Source: an optimization exercise on an open RTL-to-GDS flow (aim: small area). Production flows keep margins and buffers that such runs may drop.
For this run, only the layout was checked, not whether the RTL still works.

==> flow/config.mk <==
export PLATFORM = sky130hd
export DESIGN_NAME = ssl
export DESIGN_NICKNAME = ssl
export VERILOG_FILES = /design/flow/design.v
export SDC_FILE = /design/flow/constraint.sdc
export NUM_CORES = 4
export LEC_CHECK = 0
export CAP_MARGIN = 20
export CORE_MARGIN = 2
export CORE_UTILIZATION = 40
export SLEW_MARGIN = 20
==> flow/design.v <==
`timescale 1ns/100ps
module rst_synch(clk, erst, rst, ena);
    parameter RSTSIZE = 4;
    parameter ENASIZE = 2;
    input clk;
    input erst;
    output rst;
    output ena;
    reg [RSTSIZE+ENASIZE-1:0] buff;
    assign rst = buff[RSTSIZE-1];
    assign ena = ~buff[RSTSIZE+ENASIZE-1];
    always @ (posedge clk or negedge erst) begin
        if (!erst)
            buff <= {(RSTSIZE+ENASIZE){1'd0}};
        else begin
            buff[RSTSIZE+ENASIZE-1:1] <= buff[RSTSIZE+ENASIZE-2:0];
            buff[0] <= 1'd1;
        end
    end
endmodule
`timescale 1ns/100ps
module counter(clk, rst, ena, dout);
    parameter NDATA = 128;
    localparam NDATA_LOG = $clog2(NDATA);
    input clk;
    input rst;
    input ena;
    output reg [NDATA_LOG-1:0] dout;
    wire [NDATA_LOG-1:0] dout_next;
    assign dout_next = dout + {{(NDATA_LOG-1){1'd0}}, 1'd1};
    always @ (posedge clk or negedge rst) begin
        if (!rst)
            dout <= {NDATA_LOG{1'd0}};
        else
            if (!ena)
                dout <= dout_next;
    end
endmodule
`timescale 1ns/100ps
module shift_reg(din, clk, rst, ena, dout);
    parameter NDATA = 128;
    localparam NDATA_LOG = $clog2(NDATA);
    input din;
    input clk;
    input rst;
    input ena;
    output [NDATA-1:0] dout;
    reg [NDATA-1:0] dout;
    always @ (posedge clk or negedge rst) begin
        if (!rst)
            dout <= {NDATA{1'd0}};
        else begin
            if (!ena) begin
                dout[NDATA-1:1] <= dout[NDATA-2:0];
                dout[0] <= din;
            end
        end
    end
endmodule
`timescale 1ns/100ps
module serial_buff(din, cntin, clk, rst, ena, dout);
    parameter MOVIN = 1'd0;
    parameter NDATA = 128;
    localparam NDATA_LOG = $clog2(NDATA);
    input din;
    input [NDATA_LOG-1:0] cntin;
    input clk;
    input rst;
    input ena;
    output reg [NDATA-1:0] dout;
    wire [NDATA-1:0] buffer;
    shift_reg #(NDATA) shiftRegInst (
        .din (din),
        .clk (clk),
        .rst (rst),
        .ena (ena),
        .dout (buffer)
    );
    always @ (posedge clk or negedge rst) begin
        if (!rst)
            dout <= {NDATA{1'd0}};
        else begin
            if (!ena) begin
                if (cntin == {(NDATA_LOG){1'd0}})
                    dout <= buffer;
                else if (!MOVIN && cntin[1:0] == 2'd0) begin
                    dout[NDATA-1:4] <= dout[NDATA-5:0];
                    dout[3:0] <= dout[NDATA-1:NDATA-4];
                end
                else
                    dout <= dout;
            end
        end
    end
endmodule
`timescale 1ns/100ps
module input_buff(  din, cntin, clk, rst, ena,
                    doutRef, doutSigA, doutSigB, doutSigC);
    parameter NDATA = 128;
    localparam NDATA_LOG = $clog2(NDATA);
    input [3:0] din;
    input [NDATA_LOG-1:0] cntin;
    input clk;
    input rst;
    input ena;
    output [NDATA-1:0] doutRef;
    output [NDATA-1:0] doutSigA;
    output [NDATA-1:0] doutSigB;
    output [NDATA-1:0] doutSigC;
    reg [7:0] dinBuff;
    serial_buff #(1'd1, NDATA) serialBuffInstA (
        .din (dinBuff[4]),
        .cntin (cntin),
        .clk (clk),
        .rst (rst),
        .ena (ena),
        .dout (doutRef)
    );
    serial_buff #(1'd0, NDATA) serialBuffInstB (
        .din (dinBuff[5]),
        .cntin (cntin),
        .clk (clk),
        .rst (rst),
        .ena (ena),
        .dout (doutSigA)
    );
    serial_buff #(1'd0, NDATA) serialBuffInstC (
        .din (dinBuff[6]),
        .cntin (cntin),
        .clk (clk),
        .rst (rst),
        .ena (ena),
        .dout (doutSigB)
    );
    serial_buff #(1'd0, NDATA) serialBuffInstD (
        .din (dinBuff[7]),
        .cntin (cntin),
        .clk (clk),
        .rst (rst),
        .ena (ena),
        .dout (doutSigC)
    );
    always @ (posedge clk or negedge rst) begin
        if (!rst) begin
            dinBuff <= 8'd0;
        end
        else
            if (!ena) begin
                dinBuff[7:4] <= dinBuff[3:0];
                dinBuff[3:0] <= din;
            end
    end
endmodule
`timescale 1ns/100ps
module bintree(din, dout);
    parameter NDATA = 128;
    localparam NDATA_LOG = $clog2(NDATA);
    input [NDATA-1:0] din;
    output [NDATA_LOG:0] dout;
    genvar i,x;
    generate
        for(i=1; i<NDATA_LOG;i = i+1) begin: bAdd
            localparam j = (NDATA >> i);
            wire [i:0] data [0:j-1];
            for(x=0; x<j; x = x + 1) begin: bAdder
                localparam nx = x*2;
                if (i == 1)
                    assign bAdd[i].data[x] = din[nx:nx] + din[nx+1:nx+1];
                else
                    assign bAdd[i].data[x] = bAdd[i-1].data[nx] + bAdd[i-1].data[nx+1];
            end
        end
        assign dout = bAdd[NDATA_LOG-1].data[0] + bAdd[NDATA_LOG-1].data[1];
    endgenerate
endmodule
`timescale 1ns/100ps
module xcorr_proc(dinA, dinB, dout);
    parameter NDATA = 128;
    localparam NDATA_LOG = $clog2(NDATA);
    input [NDATA-1:0]           dinA;
    input [NDATA-1:0]           dinB;
    output [NDATA_LOG:0]        dout;
    wire [NDATA-1:0]            dproc;
    assign dproc = ~(dinA ^ dinB);
    bintree #(NDATA) bintreeInst (
        .din                    (dproc),
        .dout                   (dout)
    );
endmodule
`timescale 1ns/100ps
module proc_comp(dinA, dinB, dinC, dinD, dout, doutVal);
    parameter NDATA = 128;
    parameter NDATA_LOG = $clog2(NDATA);
    input [NDATA_LOG:0] dinA;
    input [NDATA_LOG:0] dinB;
    input [NDATA_LOG:0] dinC;
    input [NDATA_LOG:0] dinD;
    output [1:0] dout;
    output reg [NDATA_LOG:0] doutVal;
    wire dgtA, dgtB, dgtAll;
    assign dgtA = (dinB > dinA);
    assign dgtB = (dinD > dinC);
    assign dgtAll = ((dgtB ? dinD : dinC) > (dgtA ? dinB : dinA));
    assign dout = {dgtAll, (dgtAll ? dgtB : dgtA)};
    always @ (*) begin
        case (dout)
            2'd0: doutVal = dinA;
            2'd1: doutVal = dinB;
            2'd2: doutVal = dinC;
            2'd3: doutVal = dinD;
        endcase
    end
endmodule
`timescale 1ns/100ps
module proc_array(dinRef, dinSig, clk, rst, ena, cntin, dout);
    parameter NDATA = 128;
    parameter NDATA_LOG = $clog2(NDATA);
    input [NDATA-1:0] dinRef;
    input [NDATA-1:0] dinSig;
    input clk;
    input rst;
    input ena;
    input [NDATA_LOG-1:0] cntin;
    output reg [NDATA_LOG-1:0] dout;
    reg [NDATA_LOG-1:0] doutId;
    reg [NDATA_LOG:0] doutVal;
    reg [NDATA_LOG-1:0] cntstore;
    wire [1:0] doutLocal;
    wire [NDATA_LOG:0] doutLocalVal;
    wire isReplace;
    wire [NDATA_LOG:0] doutA;
    wire [NDATA_LOG:0] doutB;
    wire [NDATA_LOG:0] doutC;
    wire [NDATA_LOG:0] doutD;
    wire [NDATA-1:0] dinSigA;
    wire [NDATA-1:0] dinSigB;
    wire [NDATA-1:0] dinSigC;
    wire [NDATA-1:0] dinSigD;
    assign dinSigA = dinSig;
    assign dinSigB = {dinSig[NDATA-2:0], dinSig[NDATA-1]};
    assign dinSigC = {dinSig[NDATA-3:0], dinSig[NDATA-1:NDATA-2]};
    assign dinSigD = {dinSig[NDATA-4:0], dinSig[NDATA-1:NDATA-3]};
    xcorr_proc #(NDATA) xcorrProcInstA (
        .dinA (dinRef),
        .dinB (dinSigA),
        .dout (doutA)
    );
    xcorr_proc #(NDATA) xcorrProcInstB (
        .dinA (dinRef),
        .dinB (dinSigB),
        .dout (doutB)
    );
    xcorr_proc #(NDATA) xcorrProcInstC (
        .dinA (dinRef),
        .dinB (dinSigC),
        .dout (doutC)
    );
    xcorr_proc #(NDATA) xcorrProcInstD (
        .dinA (dinRef),
        .dinB (dinSigD),
        .dout (doutD)
    );
    proc_comp #(NDATA) procCompInst (
        .dinA (doutA),
        .dinB (doutB),
        .dinC (doutC),
        .dinD (doutD),
        .dout (doutLocal),
        .doutVal (doutLocalVal)
    );
    assign isReplace = (doutLocalVal > doutVal);
    always @ (posedge clk or negedge rst) begin
        if (!rst) begin
            dout <= {NDATA_LOG{1'd0}};
            doutId <= {NDATA_LOG{1'd0}};
            doutVal <= {(NDATA_LOG+1){1'd0}};
        end
        else begin
            if (!ena) begin
                if (cntin == {(NDATA_LOG){1'd0}}) begin
                    cntstore <= {(NDATA_LOG-2){1'd0}};
                    dout <= doutId;
                    doutId <= {NDATA_LOG{1'd0}};
                    doutVal <= {(NDATA_LOG+1){1'd0}};
                end
                else if (cntin[1:0] == 2'd0) begin
                    if (isReplace) begin
                        doutId <= {cntstore[NDATA_LOG-1:2], doutLocal};
                        doutVal <= doutLocalVal;
                    end
                    cntstore <= cntin;
                end
            end
        end
    end
endmodule
module output_lut(din, clk, rst, ena, dout);
    parameter NDATA = 128;
    parameter NDATA_LOG = $clog2(NDATA);
    input [NDATA_LOG-1:0] din;
    input clk;
    input rst;
    input ena;
    output reg [8:0] dout;
    always @ (posedge clk or negedge rst) begin
        if (!rst)
            dout <= 9'd0;
        else
            if (!ena)
                case (din)
                    0: dout <= 9'd90;
                    1: dout <= 9'd89;
                    2: dout <= 9'd88;
                    3: dout <= 9'd87;
                    4: dout <= 9'd86;
                    5: dout <= 9'd85;
                    6: dout <= 9'd85;
                    7: dout <= 9'd84;
                    8: dout <= 9'd83;
                    9: dout <= 9'd82;
                    10: dout <= 9'd81;
                    11: dout <= 9'd80;
                    12: dout <= 9'd79;
                    13: dout <= 9'd78;
                    14: dout <= 9'd77;
                    15: dout <= 9'd76;
                    16: dout <= 9'd75;
                    17: dout <= 9'd74;
                    18: dout <= 9'd73;
                    19: dout <= 9'd72;
                    20: dout <= 9'd71;
                    21: dout <= 9'd71;
                    22: dout <= 9'd70;
                    23: dout <= 9'd69;
                    24: dout <= 9'd68;
                    25: dout <= 9'd67;
                    26: dout <= 9'd66;
                    27: dout <= 9'd65;
                    28: dout <= 9'd64;
                    29: dout <= 9'd63;
                    30: dout <= 9'd62;
                    31: dout <= 9'd61;
                    32: dout <= 9'd59;
                    33: dout <= 9'd58;
                    34: dout <= 9'd57;
                    35: dout <= 9'd56;
                    36: dout <= 9'd55;
                    37: dout <= 9'd54;
                    38: dout <= 9'd53;
                    39: dout <= 9'd52;
                    40: dout <= 9'd51;
                    41: dout <= 9'd49;
                    42: dout <= 9'd48;
                    43: dout <= 9'd47;
                    44: dout <= 9'd46;
                    45: dout <= 9'd44;
                    46: dout <= 9'd43;
                    47: dout <= 9'd42;
                    48: dout <= 9'd40;
                    49: dout <= 9'd39;
                    50: dout <= 9'd37;
                    51: dout <= 9'd36;
                    52: dout <= 9'd34;
                    53: dout <= 9'd33;
                    54: dout <= 9'd31;
                    55: dout <= 9'd29;
                    56: dout <= 9'd27;
                    57: dout <= 9'd25;
                    58: dout <= 9'd23;
                    59: dout <= 9'd21;
                    60: dout <= 9'd18;
                    61: dout <= 9'd14;
                    62: dout <= 9'd10;
                    63: dout <= 9'd0;
                    64: dout <= 9'd0;
                    65: dout <= 9'd180;
                    66: dout <= 9'd170;
                    67: dout <= 9'd166;
                    68: dout <= 9'd162;
                    69: dout <= 9'd159;
                    70: dout <= 9'd157;
                    71: dout <= 9'd155;
                    72: dout <= 9'd153;
                    73: dout <= 9'd151;
                    74: dout <= 9'd149;
                    75: dout <= 9'd147;
                    76: dout <= 9'd146;
                    77: dout <= 9'd144;
                    78: dout <= 9'd143;
                    79: dout <= 9'd141;
                    80: dout <= 9'd140;
                    81: dout <= 9'd138;
                    82: dout <= 9'd137;
                    83: dout <= 9'd136;
                    84: dout <= 9'd134;
                    85: dout <= 9'd133;
                    86: dout <= 9'd132;
                    87: dout <= 9'd131;
                    88: dout <= 9'd129;
                    89: dout <= 9'd128;
                    90: dout <= 9'd127;
                    91: dout <= 9'd126;
                    92: dout <= 9'd125;
                    93: dout <= 9'd124;
                    94: dout <= 9'd123;
                    95: dout <= 9'd122;
                    96: dout <= 9'd121;
                    97: dout <= 9'd119;
                    98: dout <= 9'd118;
                    99: dout <= 9'd117;
                    100: dout <= 9'd116;
                    101: dout <= 9'd115;
                    102: dout <= 9'd114;
                    103: dout <= 9'd113;
                    104: dout <= 9'd112;
                    105: dout <= 9'd111;
                    106: dout <= 9'd110;
                    107: dout <= 9'd109;
                    108: dout <= 9'd109;
                    109: dout <= 9'd108;
                    110: dout <= 9'd107;
                    111: dout <= 9'd106;
                    112: dout <= 9'd105;
                    113: dout <= 9'd104;
                    114: dout <= 9'd103;
                    115: dout <= 9'd102;
                    116: dout <= 9'd101;
                    117: dout <= 9'd100;
                    118: dout <= 9'd99;
                    119: dout <= 9'd98;
                    120: dout <= 9'd97;
                    121: dout <= 9'd96;
                    122: dout <= 9'd95;
                    123: dout <= 9'd95;
                    124: dout <= 9'd94;
                    125: dout <= 9'd93;
                    126: dout <= 9'd92;
                    127: dout <= 9'd91;
                endcase
    end
endmodule
`timescale 1ns/100ps
module addthree(din, dout);
    input [3:0] din;
    output reg [3:0] dout;
    always @ (*) begin
        case (din)
            4'd0: dout = 4'd0;
            4'd1: dout = 4'd1;
            4'd2: dout = 4'd2;
            4'd3: dout = 4'd3;
            4'd4: dout = 4'd4;
            4'd5: dout = 4'd8;
            4'd6: dout = 4'd9;
            4'd7: dout = 4'd10;
            4'd8: dout = 4'd11;
            4'd9: dout = 4'd12;
            default: dout = 4'd0;
        endcase
    end
endmodule
`timescale 1ns/100ps
module bcd(din, dout);
    input [8:0] din;
    output [11:0] dout;
    wire [3:0] dat [0:8];
    addthree at0 ({1'd0, din[8:6]}, dat[0]);
    addthree at1 ({dat[0][2:0], din[5]}, dat[1]);
    addthree at2 ({dat[1][2:0], din[4]}, dat[2]);
    addthree at3 ({dat[2][2:0], din[3]}, dat[3]);
    addthree at4 ({dat[3][2:0], din[2]}, dat[4]);
    addthree at5 ({dat[4][2:0], din[1]}, dat[5]);
    addthree at6 ({1'd0, dat[0][3], dat[1][3], dat[2][3]}, dat[6]);
    addthree at7 ({dat[6][2:0], dat[3][3]}, dat[7]);
    addthree at8 ({dat[7][2:0], dat[4][3]}, dat[8]);
    assign dout = {1'd0, dat[6][3], dat[7][3], dat[8], dat[5], din[0]};
endmodule
`timescale 1ns/100ps
module sevenseg(din, dout);
    input [3:0] din;
    output reg [6:0] dout;
    always @ (*) begin
        case (din)
            0: dout = 7'b1000000;
            1: dout = 7'b1111001;
            2: dout = 7'b0100100;
            3: dout = 7'b0110000;
            4: dout = 7'b0011001;
            5: dout = 7'b0010010;
            6: dout = 7'b0000010;
            7: dout = 7'b1111000;
            8: dout = 7'b0000000;
            9: dout = 7'b0010000;
            default: dout = 7'b1111111;
        endcase
    end
endmodule
`timescale 1ns/100ps
module output_proc(din, clk, rst, ena, cntin, dout);
    parameter NDATA = 128;
    parameter NDATA_LOG = $clog2(NDATA);
    input [NDATA_LOG-1:0] din;
    input clk;
    input rst;
    input ena;
    input [NDATA_LOG-1:0] cntin;
    output reg [20:0] dout;
    wire [8:0] lutout;
    wire [11:0] bcdout;
    wire [20:0] dout_next;
    output_lut #(NDATA) outputLutInst(din, clk, rst, ena, lutout);
    bcd bcdInst(lutout, bcdout);
    sevenseg sevensegInstA(bcdout[3:0], dout_next[6:0]);
    sevenseg sevensegInstB(bcdout[7:4], dout_next[13:7]);
    sevenseg sevensegInstC(bcdout[11:8], dout_next[20:14]);
    always @ (posedge clk or negedge rst) begin
        if (!rst)
            dout <= 21'd1;
        else
            if (!ena)
                if (cntin == {{(NDATA_LOG-3){1'd0}}, 3'd4})
                    dout <= dout_next;
    end
endmodule
`timescale 1ns/100ps
module ssl(clk, erst, din, dIdA, dIdB, dIdC, dSsA);
    parameter RSTSIZE = 4;
    parameter ENASIZE = 2;
    parameter NDATA = 128;
    parameter NDATA_LOG = $clog2(NDATA);
    input clk;
    input erst;
    input [3:0] din;
    output [NDATA_LOG-1:0] dIdA;
    output [NDATA_LOG-1:0] dIdB;
    output [NDATA_LOG-1:0] dIdC;
    output [20:0] dSsA;
    wire rst;
    wire ena;
    wire [NDATA_LOG-1:0] cntin;
    wire [NDATA-1:0] dinRef;
    wire [NDATA-1:0] dinSigA;
    wire [NDATA-1:0] dinSigB;
    wire [NDATA-1:0] dinSigC;
    rst_synch #(RSTSIZE, ENASIZE) rstSynchInst (
        .clk (clk),
        .erst (erst),
        .rst (rst),
        .ena (ena)
    );
    counter #(NDATA) counterInst (
        .clk (clk),
        .rst (rst),
        .ena (ena),
        .dout (cntin)
    );
    input_buff #(NDATA) inputBuffInst (
        .din (din),
        .cntin (cntin),
        .clk (clk),
        .rst (rst),
        .ena (ena),
        .doutRef (dinRef),
        .doutSigA (dinSigA),
        .doutSigB (dinSigB),
        .doutSigC (dinSigC)
    );
    proc_array #(NDATA) procArrayA (
        .dinRef (dinRef),
        .dinSig (dinSigA),
        .clk (clk),
        .rst (rst),
        .ena (ena),
        .cntin (cntin),
        .dout (dIdA)
    );
    proc_array #(NDATA) procArrayB (
        .dinRef (dinRef),
        .dinSig (dinSigB),
        .clk (clk),
        .rst (rst),
        .ena (ena),
        .cntin (cntin),
        .dout (dIdB)
    );
    proc_array #(NDATA) procArrayC (
        .dinRef (dinRef),
        .dinSig (dinSigC),
        .clk (clk),
        .rst (rst),
        .ena (ena),
        .cntin (cntin),
        .dout (dIdC)
    );
    output_proc #(NDATA) outputProcA (
        .din (dIdA),
        .clk (clk),
        .rst (rst),
        .ena (ena),
        .cntin (cntin),
        .dout (dSsA)
    );
endmodule
==> flow/constraint.sdc <==
create_clock -name core_clock -period 15.0 [get_ports {clk}]
set_input_delay 3.0000 -clock core_clock [delete_from_list [all_inputs] [get_ports {clk}]]
set_output_delay 3.0000 -clock core_clock [all_outputs]
set_load 0.01 [all_outputs]
==> flow/run.sh <==
#!/bin/bash
# synth_recipe.tcl (not shown) runs the flow's synth.tcl, then flattens the netlist and writes it again
# the make line also repeats each setting of config.mk as NAME=value (left out here)
make -C /OpenROAD-flow-scripts/flow DESIGN_CONFIG=/design/flow/config.mk WORK_HOME=/design/flow/orfs CLKGATE_MAP_FILE= SYNTH_SCRIPT=/design/flow/synth_recipe.tcl finish
==> notes.md <==
## critical path, delay by kind of cell, from the launching register on
| kind | cells | cell delay (ns) |
|---|---|---|
| AO/OA/AOI/OAI | 16 | 3.61 |
| XOR/XNOR | 2 | 0.46 |
| adder cells (fa/ha/maj) | 15 | 6.74 |
| buffers and inverters | 9 | 1.06 |
| flip-flops | 1 | 0.79 |
| multiplexers | 1 | 0.40 |
| AND/OR/NAND/NOR | 6 | 0.89 |
## layout make-up
cell class	count	area share, %
multi-input combinational	6562	60.10
sequential	1143	25.63
inverter	1271	4.270
tap	3384	3.789
clock buffer	190	3.442
timing repair buffer	277	2.043
clock inverter	53	0.7200
antenna	2	0.004479
## placed cells by master (no fill, tap or decap), types with 15 or more instances in the layout
master / instances
fa_1: 1380
inv_1: 1270
dfrtp_1: 1131
nand2_1: 894
xnor2_1: 863
xor2_1: 733
mux2_2: 678
nor2_1: 478
ha_1: 416
a31oi_1: 395
buf_4: 224
clkbuf_16: 136
o21ai_0: 122
a21oi_1: 99
a21o_1: 52
clkdlybuf4s50_1: 46
o21a_1: 37
a211oi_1: 32
clkbuf_1: 30
nor2b_1: 28
mux2i_1: 24
clkbuf_8: 24
nor3_1: 22
nand3_1: 22
o211ai_1: 21
nand2b_1: 17
o31ai_1: 17
clkinv_2: 16
o21bai_1: 15
## state kept, by name, summed over array words and instances (netlist names), 19 cells and up
register	flops
inputBuffInst.serialBuffInstB.dout	128
inputBuffInst.serialBuffInstC.dout	128
inputBuffInst.serialBuffInstA.dout	128
inputBuffInst.serialBuffInstD.shiftRegInst.dout	128
inputBuffInst.serialBuffInstC.shiftRegInst.dout	128
inputBuffInst.serialBuffInstB.shiftRegInst.dout	128
inputBuffInst.serialBuffInstD.dout	128
inputBuffInst.serialBuffInstA.shiftRegInst.dout	128
outputProcA.dout	19
## cell families (layout without fill, tap and decap cells)
kind of cell    after synthesis  count (layout)
xor+xnor                   1597            1597
flops                      1143            1143
buf+inv                    2094            1791
fa+ha+maj                  1796            1796
compound gates              917             917
other cells                   2               4
mux                         705             705
simple gates               1545            1545
## synth_stat cells (24+ instances only)
| cell | count | area, sq um |
|---|---|---|
| fa_1 | 1380 | 27630 |
| inv_1 | 1270 | 4767 |
| dfrtp_1 | 1137 | 28450 |
| nand2_1 | 895 | 3359 |
| xnor2_1 | 863 | 7559 |
| xor2_1 | 733 | 6420 |
| mux2_2 | 678 | 7635 |
| clkbuf_1 | 483 | 1813 |
| nor2_1 | 478 | 1794 |
| ha_1 | 416 | 5205 |
| a31oi_1 | 395 | 2471 |
| buf_1 | 332 | 1246 |
| o21ai_0 | 122 | 610.6 |
| a21oi_1 | 99 | 495.5 |
| a21o_1 | 52 | 390.4 |
| o21a_1 | 37 | 277.8 |
| a211oi_1 | 32 | 240.2 |
| nor2b_1 | 28 | 175.2 |
| mux2i_1 | 24 | 240.2 |
## per-layer routing
layer / track usage (%) / vias to the layer above
li1: - / 29680
met1: 37.30 / 35460
met2: 41.12 / 2001
met3: 3.341 / 423
met4: 8.333 / 0
met5: 0 / -
## worst paths after layout
| check | startpoint | end | slack (ns) | cells after the start |
|---|---|---|---|---|
| max reg2reg | inputBuffInst.serialBuffInstA.dout[61] | procArrayC.doutVal[4] | 0.83 | 49 |
| min reg2reg | rstSynchInst.buff[3] | inputBuffInst.dinBuff[7] | 0.32 | 0 |
| max in group asynchronous | rstSynchInst.buff[3] | inputBuffInst.serialBuffInstA.dout[80] | 10.81 | 4 |
| min in group core_clock | rstSynchInst.buff[0] | rstSynchInst.buff[1] | 0.35 | 0 |
| max | inputBuffInst.serialBuffInstA.dout[61] | procArrayC.doutVal[4] | 0.83 | 49 |
| min | rstSynchInst.buff[3] | inputBuffInst.dinBuff[7] | 0.32 | 0 |
## stage by stage
step                      instances  hold WS, ns  instance area, sq um  utilization (%)  setup slack [ns]
after CTS                     12880       0.3484                111700            43.45            0.8266
after global routing          12880       0.3522                111700            43.45            0.1318
after floorplan                9799       0.3312                103600                -             2.473
final                         12880       0.3175                111700            43.45            0.8346
after detailed placement      12640       0.3355                107100            41.64            0.9228
after global placement        12640       0.3316                107100            41.64             1.136
==> summary.md <==
| Metric | Value |
|---|---|
| WP data arrival | `14.86 ns` |
| Critical path's slowest cell | `dfrtp_1` |
| DIE WIDTH | `513 microns` |
| Gr usage total | `26.11%` |
| Wl on met1 | `154700 microns` |
| Syn Area/Cell | `about 11 sq um` |
| Synth cell types | `95` |
| Max Clock Freq | `70.59 MHz` |
| Critical path class | `flop to flop` |
| Seq/Total Area, Yosys | `27.63%` |
| Mux cell area share after synthesis | `7.664%` |
| Ys Warns | `14` |
| First-pass DRT Iterations | `6` |
| RSZ-0062 raised after global routing | `false` |
| Setup crit end kind | `flop` |
| Min cycle time layout | `14.17 ns` |
| Min-delay worst type | `flop to asynchronous set/reset pin` |
| Final period util | `94.44%` |
| # H-tree levels | `4` |
| Die height | `513 microns` |
| Post-synth EDFFs | `5` |
| Clock Tree Buf Depth | `3` |
| Via count | `67560` |
| Ports | `48` |
| Met3 Routed Length | `19250 microns` |
| Clk Latency, worst-skew pair | `0.85 ns` |
| Total clock buffers created by CTS | `~140` |
| Syn Inst Count | `9799` |
| Hpwl dp | `278300 microns` |
| Routed wl met2 | `155800 microns` |
| Nets | `between 10000 and 15000` |
| Worst Setup Start Kind | `flop` |
| Share of cells above drive strength 1 | `between 10% and 20%` |
| XOR/XNOR Fraction of Synth Area | `13.50%` |
| Post_cts resized | `0` |
| Slew @ Worst Pin | `1.069 ns` |
| Core Rows | `186` |
| Post-CTS Hold Fix Bufs | `0` |
| Uppermost routed layer | `met4` |
| Largest net degree at the start of global routing | `162` |
| Register bit total from synthesis | `about 1100` |
| Outcome | `timing/DRC/antenna clean` |
| Most common cell on crit path | `fa_1` |
| Sinks on Clock Net | `1143` |
| Total core area | `257200 sq um` |
| Clk_skew | `0.05817 ns` |
| Adder-Cell Fraction of Synth Area | `between 30% and 40%` |
| Syn nets | `11600` |
| Reg area | `28640 sq um` |
| Total negative slack | `0 ns` |
| Avg WL per Cell | `about 26 microns` |
| Post-CTS setup buffer count | `0` |
| Die Area | `263200 sq um` |
| Fraction of registers with async set/reset | `99.56%` |
| Critical Path RT | `about 16 ns` |
| I/O Buffers | `46` |
| Max Cap Viol | `0` |
| Clock Root Buffer | `clkbuf_16` |
| Initial Utilization | `40.30%` |
| Vias in the first global route | `70250` |
| Post-synth design cell area | `between 100000 and 150000 sq um` |
| Fill cells | `roughly 24000` |
| GPL Wtd Cong | `0.9786` |
| Final wirelength | `341200 microns` |
| Area delta synth->final | `7.818%` |
| DR iter-0 viols | `5865` |
| Synth Area in Compound Gates | `5.891%` |
| Final ANT Viol Nets | `0` |
| Slew Limit Fails | `0` |
| Ys flop type | `dfrtp_1` |
| Global route overflow | `0` |
| Area of the multi-input gates | `~67000 sq um` |
| Setup-violating endpoint count in the final report | `0` |
| Crit-path max FO | `16` |
| Initial antenna violation count | `3` |
| Simple-Gate Fraction of Synth Area | `6.029%` |
| Final Hold Vio Count | `0` |
| DR DRC count | `0` |
| Slew HR | `approximately 29%` |
| TritonCTS clock tree | `yes` |
| Main combinational cell family by area after synthesis | `adder cells` |
| Drt via density | `5.244` |
| First-pass GRT wire length | `498600 microns` |
| CP max stage delay | `0.79 ns` |
| Worst-path clk slew | `approximately 0.07 ns` |

==> what the ideal ports hide <==
How much do the figures lean on ideal ports? The routed layout below was timed once more, with nothing changed but the port constraints. Step 1: set_driving_cell puts a clkbuf_16 on clk and a buf_2 on each other input, an assumption about the parent block. Step 2, shift: input delay + t, output delay - t, t = (earliest + latest rising clock arrival at the registers) / 2. This alone moves slack from input paths to output paths. Slacks: no drivers / after step 1 / after step 2; pairs: no drivers / after step 1.
t, ns: 0.914
setup WS [ns]: 0.835 / 0.835 / 0.835
clock arrival spread, ns: 0.063 / 0.062
slew at the worst register clock pin (ns): 0.07 / 0.07
cell pins on the clock port's net: 1
After both steps this run still meets setup and hold. The setup slack of this run moves by 0.000 ns with the drivers and by 0.000 ns with both steps.
